This design comes from an exercise in tuning for small area and a short achievable clock period on the open sky130 flow, not from production work.
RTL that was checked went through simulation tests only; none was proved equivalent to the original.
No activity file was given, so power comes from the tool's default toggle rates.

// KalmanFilter
module KalmanFilter(
    input clk,
    input reset,
    input valid_in,
    input [7:0] z_k,
    output reg [7:0] x_k
);
==> flow/config.mk <==
export PLATFORM = sky130hd
export DESIGN_NAME = KalmanFilter
export DESIGN_NICKNAME = KalmanFilter
export VERILOG_FILES = /design/flow/design.v
export SDC_FILE = /design/flow/constraint.sdc
export NUM_CORES = 4
export LEC_CHECK = 0
export CAP_MARGIN = 20
export CORE_MARGIN = 2
export CORE_UTILIZATION = 55
export CTS_BUF_LIST = sky130_fd_sc_hd__clkbuf_4
export SLEW_MARGIN = 20
==> flow/constraint.sdc <==
create_clock -name core_clock -period 40.0 [get_ports {clk}]
set_input_delay 8.0000 -clock core_clock [delete_from_list [all_inputs] [get_ports {clk}]]
set_output_delay 8.0000 -clock core_clock [all_outputs]
set_load 0.01 [all_outputs]
standard.sh (not shown) runs the stock make flow with config.mk's settings and CLKGATE_MAP_FILE= SYNTH_SCRIPT=/design/flow/synth_recipe.tcl, a recipe that flattens the netlist after the stock synthesis.
==> flow/flow/run.sh <==
#!/bin/bash
# Layout flow: the standard flow (standard.sh) with these changes:
#  - synthesis keeps module kf_x (the logic that only depends on registers)
#    separate until technology mapping, maps it for area (flow/area.abc) and
#    the rest of the design for delay with area recovery and gate sizing
#    (flow/delay.abc),
#    instead of ORFS's single ABC script; the design is flattened afterwards
#    exactly as in the standard synthesis;
#  - full/half-adder extraction is skipped (ADDER_MAP_FILE left empty);
#  - ports are buffered with buf_2 cells.
# Registers, their names and cell types are those of the standard synthesis.
set -euo pipefail
here=$(pwd)
cat > my_synth.tcl <<EOT
proc abc {args} {
  set i [lsearch -exact \$args -script]
  set ax \$args; lset ax [expr {\$i + 1}] $here/flow/area.abc
  set at \$args; lset at [expr {\$i + 1}] $here/flow/delay.abc
  yosys abc {*}\$ax kf_x
  yosys abc {*}\$at KalmanFilter
}
source $here/synth_recipe.tcl
EOT
sed -e "s#SYNTH_SCRIPT=[^ ]*#SYNTH_SCRIPT=$here/my_synth.tcl ADDER_MAP_FILE=#" standard.sh > my_standard.sh
grep -q "my_synth.tcl ADDER_MAP_FILE=" my_standard.sh
export SYNTH_KEEP_MODULES=kf_x
export PRE_DETAIL_PLACE_TCL=$here/flow/pre_dp.tcl
export BUFFER_PORTS_ARGS="-buffer_cell sky130_fd_sc_hd__buf_2"
bash my_standard.sh > flow.log 2>&1
==> flow/flow/area.abc <==
strash
dch -f
amap
topo
stime -p
==> flow/flow/delay.abc <==
strash
dch -f
map -D 2500
topo
upsize -D 2300
dnsize -D 2300
topo
stime -p
==> flow/flow/pre_dp.tcl <==
# Output ports only drive the 0.01 pF port load: use buf_1 as their buffers.
foreach inst [[ord::get_db_block] getInsts] {
  set n [$inst getName]
  if {[string match "output*" $n] && [[$inst getMaster] getName] == "sky130_fd_sc_hd__buf_2"} {
    replace_cell $n sky130_fd_sc_hd__buf_1
  }
}
Then changed:
- CORE_UTILIZATION: 55 -> 30
Result: Clock skew shrinks by 0.0057 ns. Routed wire length shrinks by 2.0%. Combinational power fell by about 1%. Non-clock buffer count does not change. Setup slack is better by 0.018 ns. Count of clock-buffer cells in the layout stays the same. Synthesized area does not change.
Then changed:
==> flow/flow/delay.abc (replaced) <==
strash
dch -f
map -D 2500
topo
upsize -D 2300
topo
stime -p
- CORE_UTILIZATION: 30 -> 40
Outcome: Non-clock buffer count stays the same; clock skew stays flat; synthesized cell count stays the same; final area came out lower slightly; critical path depth does not change; combinational power increases by a few percent; register-to-register slack got worse by 0.09 ns; clock power rose by roughly a tenth; sequential power stays flat.
Then changed:
==> flow/flow/delay.abc (replaced) <==
strash
dch -f
map -D 2200
topo
upsize -D 2000
dnsize -D 2000
topo
stime -p
- CTS_BUF_LIST: sky130_fd_sc_hd__clkbuf_4 -> sky130_fd_sc_hd__clkbuf_2
- PLACE_DENSITY: not set -> 0.75
=> Sequential power stays flat; power falls by about 4.6%; non-clock buffer count does not change; synthesized area stays flat; setup slack improves by 0.038 ns; via count rises by 7.0%; first-iteration DRC count falls by 4.5%; hold slack improves by 0.0089 ns; register-to-register slack improves by 0.25 ns; clock-buffer cell count stays the same; utilization falls by 0.28 points.
Then changed:
--- a/flow/flow/run.sh
+++ b/flow/flow/run.sh
@@ -3,6 +3,5 @@
 #  - synthesis keeps module kf_x (the logic that only depends on registers)
 #    separate until technology mapping, maps it for area (flow/area.abc) and
-#    the rest of the design for delay with area recovery and gate sizing
-#    (flow/delay.abc),
+#    the rest of the design for delay with area recovery (flow/delay.abc),
 #    instead of ORFS's single ABC script; the design is flattened afterwards
 #    exactly as in the standard synthesis;
==> flow/flow/delay.abc (replaced) <==
strash
dch -f
map -D 2500
topo
upsize -D 2200
dnsize -D 2200
topo
stime -p
- CTS_BUF_LIST: sky130_fd_sc_hd__clkbuf_2 -> sky130_fd_sc_hd__clkbuf_4
- PLACE_DENSITY: 0.75 -> not set
Routed wire length fell by 6.3%.
Register-to-register slack loses 0.21 ns.
Final area shrinks by 0.69%.
First-iteration DRC count goes up by 5.9%.
Worst hold slack gets worse by 0.0085 ns.
Via count falls by 8.8%.
Global-route usage fell by 0.16 points.
Combinational power climbs by about 2%.
Clock power went up by 24%.


KalmanFilter again, from the RTL that the note above started with.
Settings: LEC_CHECK=0, CAP_MARGIN=20, CORE_MARGIN=2, CORE_UTILIZATION=40, CTS_BUF_LIST=sky130_fd_sc_hd__clkbuf_4, SLEW_MARGIN=20; clock period 40.0 ns.
==> flow/flow/run.sh <==
#!/bin/bash
# Layout flow: the standard flow (standard.sh) with these changes:
#  - synthesis keeps module kf_x (the logic that only depends on registers)
#    separate until technology mapping, maps it for area (flow/area.abc) and
#    the rest of the design for delay with area recovery (flow/delay.abc),
#    instead of ORFS's single ABC script; the design is flattened afterwards
#    exactly as in the standard synthesis;
#  - full/half-adder extraction is skipped (ADDER_MAP_FILE left empty);
#  - ports are buffered with buf_2 cells.
# Registers, their names and cell types are those of the standard synthesis.
set -euo pipefail
here=$(pwd)
cat > my_synth.tcl <<EOT
proc abc {args} {
  set i [lsearch -exact \$args -script]
  set ax \$args; lset ax [expr {\$i + 1}] $here/flow/area.abc
  set at \$args; lset at [expr {\$i + 1}] $here/flow/delay.abc
  yosys abc {*}\$ax kf_x
  yosys abc {*}\$at KalmanFilter
}
source $here/synth_recipe.tcl
EOT
sed -e "s#SYNTH_SCRIPT=[^ ]*#SYNTH_SCRIPT=$here/my_synth.tcl ADDER_MAP_FILE=#" standard.sh > my_standard.sh
grep -q "my_synth.tcl ADDER_MAP_FILE=" my_standard.sh
export SYNTH_KEEP_MODULES=kf_x
export PRE_DETAIL_PLACE_TCL=$here/flow/pre_dp.tcl
export BUFFER_PORTS_ARGS="-buffer_cell sky130_fd_sc_hd__buf_2"
bash my_standard.sh > flow.log 2>&1
==> flow/flow/delay.abc <==
strash
dch -f
map -D 2500
topo
buffer -p
upsize -D 2300
dnsize -D 2300
topo
stime -p
Scripts as last shown in full above: flow/flow/area.abc, flow/flow/pre_dp.tcl
==> next run, changes <==
--- a/flow/flow/run.sh
+++ b/flow/flow/run.sh
@@ -4,3 +4,4 @@
 #    separate until technology mapping, maps it for area (flow/area.abc) and
-#    the rest of the design for delay with area recovery (flow/delay.abc),
+#    the rest of the design for delay with area recovery and gate sizing
+#    (flow/delay.abc),
 #    instead of ORFS's single ABC script; the design is flattened afterwards
==> flow/flow/delay.abc (replaced) <==
strash
dch -f
map -D 2800
topo
upsize -D 2500
dnsize -D 2500
topo
stime -p
Result: Total power came out lower by a few percent. Die area came out lower by a few percent. Via count came out lower by a few percent. Final area came out lower by a few percent. Wire length came out lower by a few percent. First-iteration DRC count came out lower by a little under a tenth. Worst setup slack gets worse by 290 ps. Final cell count came out lower by a few percent. Sequential power hardly moves. Utilization came out higher by 1.5 points. Clock skew barely changes.
==> next run, changes <==
--- a/flow/flow/run.sh
+++ b/flow/flow/run.sh
@@ -4,4 +4,3 @@
 #    separate until technology mapping, maps it for area (flow/area.abc) and
-#    the rest of the design for delay with area recovery and gate sizing
-#    (flow/delay.abc),
+#    the rest of the design for delay with area recovery (flow/delay.abc),
 #    instead of ORFS's single ABC script; the design is flattened afterwards
==> flow/flow/delay.abc (replaced) <==
strash
dch -f
map -D 2300
topo
upsize -D 2100
dnsize -D 2100
topo
stime -p
Result:
- The new run finished clean
- worst setup slack gains 340 ps
- total power increases by a few percent
- combinational power increases by a little under a tenth
- critical path depth decreases by 1
- synthesized area increases by a few percent
- clock-buffer cell count does not change
- synthesized cell count increases by a few percent
- via count increases by a few percent
- wire length increases by a few percent
- sequential share of layout area decreases by 0.56 points
- first-iteration DRC count decreases by well over a third
==> next run, changes <==
--- a/flow/flow/run.sh
+++ b/flow/flow/run.sh
@@ -4,7 +4,9 @@
 #    separate until technology mapping, maps it for area (flow/area.abc) and
-#    the rest of the design for delay with area recovery (flow/delay.abc),
-#    instead of ORFS's single ABC script; the design is flattened afterwards
+#    the rest of the design for delay with area recovery and gate sizing
+#    (flow/delay.abc), instead of ORFS's single ABC script; the design is flattened afterwards
 #    exactly as in the standard synthesis;
 #  - full/half-adder extraction is skipped (ADDER_MAP_FILE left empty);
-#  - ports are buffered with buf_2 cells.
+#  - input ports are buffered with buf_2 cells and output ports, which only
+#    drive the 0.01 pF port load, with buf_1 cells (flow/pre_dp.tcl swaps
+#    them before detailed placement).
 # Registers, their names and cell types are those of the standard synthesis.
@@ -27,2 +29,2 @@
 export BUFFER_PORTS_ARGS="-buffer_cell sky130_fd_sc_hd__buf_2"
-bash my_standard.sh > flow.log 2>&1
+bash my_standard.sh > flow.log 2>&1   # each ORFS step also logs to orfs/logs/
==> flow/flow/delay.abc (replaced) <==
strash
dch -f
map -D 2500
topo
upsize -D 2300
dnsize -D 2300
topo
stime -p
CTS_BUF_LIST = sky130_fd_sc_hd__clkbuf_2   (was sky130_fd_sc_hd__clkbuf_4)
PLACE_DENSITY = 0.75   (was default)
=>
- total power came out lower by a few percent
- final cell count came out lower by a few percent
- worst hold slack is better by 3.6 ps
- setup slack is worse by 17 ps
- utilization came out higher by 1.5 points
- die area came out lower slightly
- routed wire length came out lower by a little under a tenth
- via count came out lower by a few percent
- synthesized area came out lower slightly
- final area came out lower by a few percent
- clock power came out lower by about a fifth


KalmanFilter again, from the RTL that the note above started with.
clock: 40.0 ns
lec_check: 0
cap_margin: 20
core_margin: 2
core_utilization: 40
cts_buf_list: sky130_fd_sc_hd__clkbuf_4
slew_margin: 20
==> flow/flow/run.sh <==
#!/bin/bash
# Layout flow: the standard flow (standard.sh) with these changes:
#  - synthesis keeps module kf_x (the logic that only depends on registers)
#    separate until technology mapping, maps it for area (flow/area.abc) and
#    the rest of the design for delay with area recovery (flow/delay.abc),
#    instead of ORFS's single ABC script; the design is flattened afterwards
#    exactly as in the standard synthesis;
#  - full/half-adder extraction is skipped (ADDER_MAP_FILE left empty);
#  - ports are buffered with buf_2 cells.
# Registers, their names and cell types are those of the standard synthesis.
set -euo pipefail
here=$(pwd)
cat > my_synth.tcl <<EOT
proc abc {args} {
  set i [lsearch -exact \$args -script]
  set ax \$args; lset ax [expr {\$i + 1}] $here/flow/area.abc
  set at \$args; lset at [expr {\$i + 1}] $here/flow/delay.abc
  yosys abc {*}\$ax kf_x
  yosys abc {*}\$at KalmanFilter
}
source $here/synth_recipe.tcl
EOT
sed -e "s#SYNTH_SCRIPT=[^ ]*#SYNTH_SCRIPT=$here/my_synth.tcl ADDER_MAP_FILE=#" standard.sh > my_standard.sh
grep -q "my_synth.tcl ADDER_MAP_FILE=" my_standard.sh
export SYNTH_KEEP_MODULES=kf_x
export PRE_DETAIL_PLACE_TCL=$here/flow/pre_dp.tcl
export BUFFER_PORTS_ARGS="-buffer_cell sky130_fd_sc_hd__buf_2"
bash my_standard.sh > flow.log 2>&1
==> flow/flow/delay.abc <==
strash
dch -f
map -D 2500
topo
upsize -D 2400
dnsize -D 2400
topo
stime -p
Scripts as last shown in full above: flow/flow/area.abc, flow/flow/pre_dp.tcl
Then changed:
--- a/flow/flow/run.sh
+++ b/flow/flow/run.sh
@@ -5 +5,2 @@
-#    the rest of the design for delay with area recovery (flow/delay.abc),
+#    the rest of the design for delay with area recovery and gate sizing
+#    (flow/delay.abc),
==> flow/flow/delay.abc (replaced) <==
strash
dch -f
map -D 2200
topo
upsize -D 2000
dnsize -D 2000
topo
stime -p
After rerunning:
- die area grows by 1.0%
- final cell count is higher by 3.6%
- cell area rises by 1.2%
- fmax rises by 0.95%
- synthesized cell count grows by 3.7%
- critical path depth shrinks by 5
- worst hold slack hardly moves
- total power drops by 0.54%
- setup slack improved by 0.10 ns


beta:
Another version of the RTL of KalmanFilter (not shown whole).
Size: roughly 250 cells after synthesis, about 12 flip-flops, about 19 I/O pins, roughly 1400 um2 of cells after synthesis.
Design KalmanFilter, start of the top module:
module KalmanFilter(
    input clk,
    input reset,
    input valid_in,
    input [7:0] z_k,
    output reg [7:0] x_k
);
Settings: LEC_CHECK=0, CAP_MARGIN=20, CORE_MARGIN=2, CORE_UTILIZATION=60, CTS_BUF_LIST=sky130_fd_sc_hd__clkbuf_4, SLEW_MARGIN=20; clock period 40.0 ns.
==> flow/flow/run.sh <==
#!/bin/bash
# Layout flow: the standard flow (standard.sh) with these changes:
#  - synthesis keeps module kf_x (the logic that only depends on registers)
#    separate until technology mapping, maps it for area (flow/area.abc) and
#    the rest of the design for delay with area recovery (flow/delay.abc),
#    instead of ORFS's single ABC script; the design is flattened afterwards
#    exactly as in the standard synthesis;
#  - full/half-adder extraction is skipped (ADDER_MAP_FILE left empty);
#  - ports are buffered with buf_2 cells.
# Registers, their names and cell types are those of the standard synthesis.
set -euo pipefail
here=$(pwd)
cat > my_synth.tcl <<EOT
proc abc {args} {
  set i [lsearch -exact \$args -script]
  set ax \$args; lset ax [expr {\$i + 1}] $here/flow/area.abc
  set at \$args; lset at [expr {\$i + 1}] $here/flow/delay.abc
  yosys abc {*}\$ax kf_x
  yosys abc {*}\$at KalmanFilter
}
source $here/synth_recipe.tcl
EOT
sed -e "s#SYNTH_SCRIPT=[^ ]*#SYNTH_SCRIPT=$here/my_synth.tcl ADDER_MAP_FILE=#" standard.sh > my_standard.sh
grep -q "my_synth.tcl ADDER_MAP_FILE=" my_standard.sh
export SYNTH_KEEP_MODULES=kf_x
export BUFFER_PORTS_ARGS="-buffer_cell sky130_fd_sc_hd__buf_2"
bash my_standard.sh > flow.log 2>&1
==> flow/flow/delay.abc <==
strash
dch -f
map -D 2500
topo
stime -p
Scripts as last shown in full above: flow/flow/area.abc
beta completed every stage of the flow, and the final layout passed the timing, design-rule and antenna checks.
The inputs of delta differ from those of beta as listed below.
- changing CORE_UTILIZATION from 60 to 75
==> results.txt <==
- delta: it failed with a tool error in 3_3_place_gp, so there are no final results.
- What delta reported for die width has to be multiplied by 1.11 to get the figure for beta.
- delta against beta; y dimension of the die is down by a little under 10%.
- Reported for delta and beta, synthesized cell count turned out identical to the last digit.
- Diff beta..delta | average instance area after synthesis | unchanged
- Diff beta..delta | area of the mapped netlist | negligible
- Between delta and beta, the initial cell density of the core is lower for beta.
- Going from beta to delta, async set-or-reset flop fraction in the synthesized netlist barely changed; I/O pin total barely changed.
No run of this note included a check of the RTL's function; only the layout flow was run.

==> re-timing with driven ports <==
Ports are ideal in the flow. The routed layouts listed here were re-timed in OpenROAD.
Step 1 (the two cells are an assumption about what drives the block):
set clk [get_ports {clk}]
set_driving_cell -lib_cell sky130_fd_sc_hd__clkbuf_16 $clk
set_driving_cell -lib_cell sky130_fd_sc_hd__buf_2 [delete_from_list [all_inputs] $clk]
Step 2 times the ports against the registers' clock, not the clock port: input delays grow and output delays shrink by t, the midpoint of the rising clock arrivals with the driver on.
Slacks: ideal / step 1 / step 2; pairs: ideal / step 1.
run | t, ns | setup slack, ns | latest minus earliest clock arrival (ns) | pins driven straight from the clock port
the first run of note 1 | 0.294 | 29.347 / 29.351 / 29.056 | 0.008 / 0.009 | 1
the second run of note 1 | 0.277 | 29.365 / 29.363 / 29.086 | 0.003 / 0.003 | 1
the third run of note 1 | 0.296 | 29.376 / 29.378 / 29.082 | 0.002 / 0.002 | 1
the fourth run of note 1 | 0.278 | 29.414 / 29.407 / 29.129 | 0.006 / 0.006 | 1
the fifth run of note 1 | 0.291 | 29.364 / 29.365 / 29.074 | 0.007 / 0.008 | 1
the first run of note 2 | 0.291 | 29.374 / 29.371 / 29.079 | 0.001 / 0.001 | 1
the second run of note 2 | 0.282 | 29.085 / 29.084 / 28.802 | 0.001 / 0.000 | 1
the third run of note 2 | 0.289 | 29.422 / 29.421 / 29.132 | 0.001 / 0.002 | 1
the fourth run of note 2 | 0.278 | 29.405 / 29.405 / 29.127 | 0.006 / 0.007 | 1
the first run of note 3 | 0.291 | 29.364 / 29.365 / 29.074 | 0.007 / 0.008 | 1
the second run of note 3 | 0.291 | 29.464 / 29.467 / 29.176 | 0.007 / 0.007 | 1
beta | 0.294 | 28.768 / 28.768 / 28.473 | 0.005 / 0.005 | 1
After both steps setup and hold are still met in every run listed.
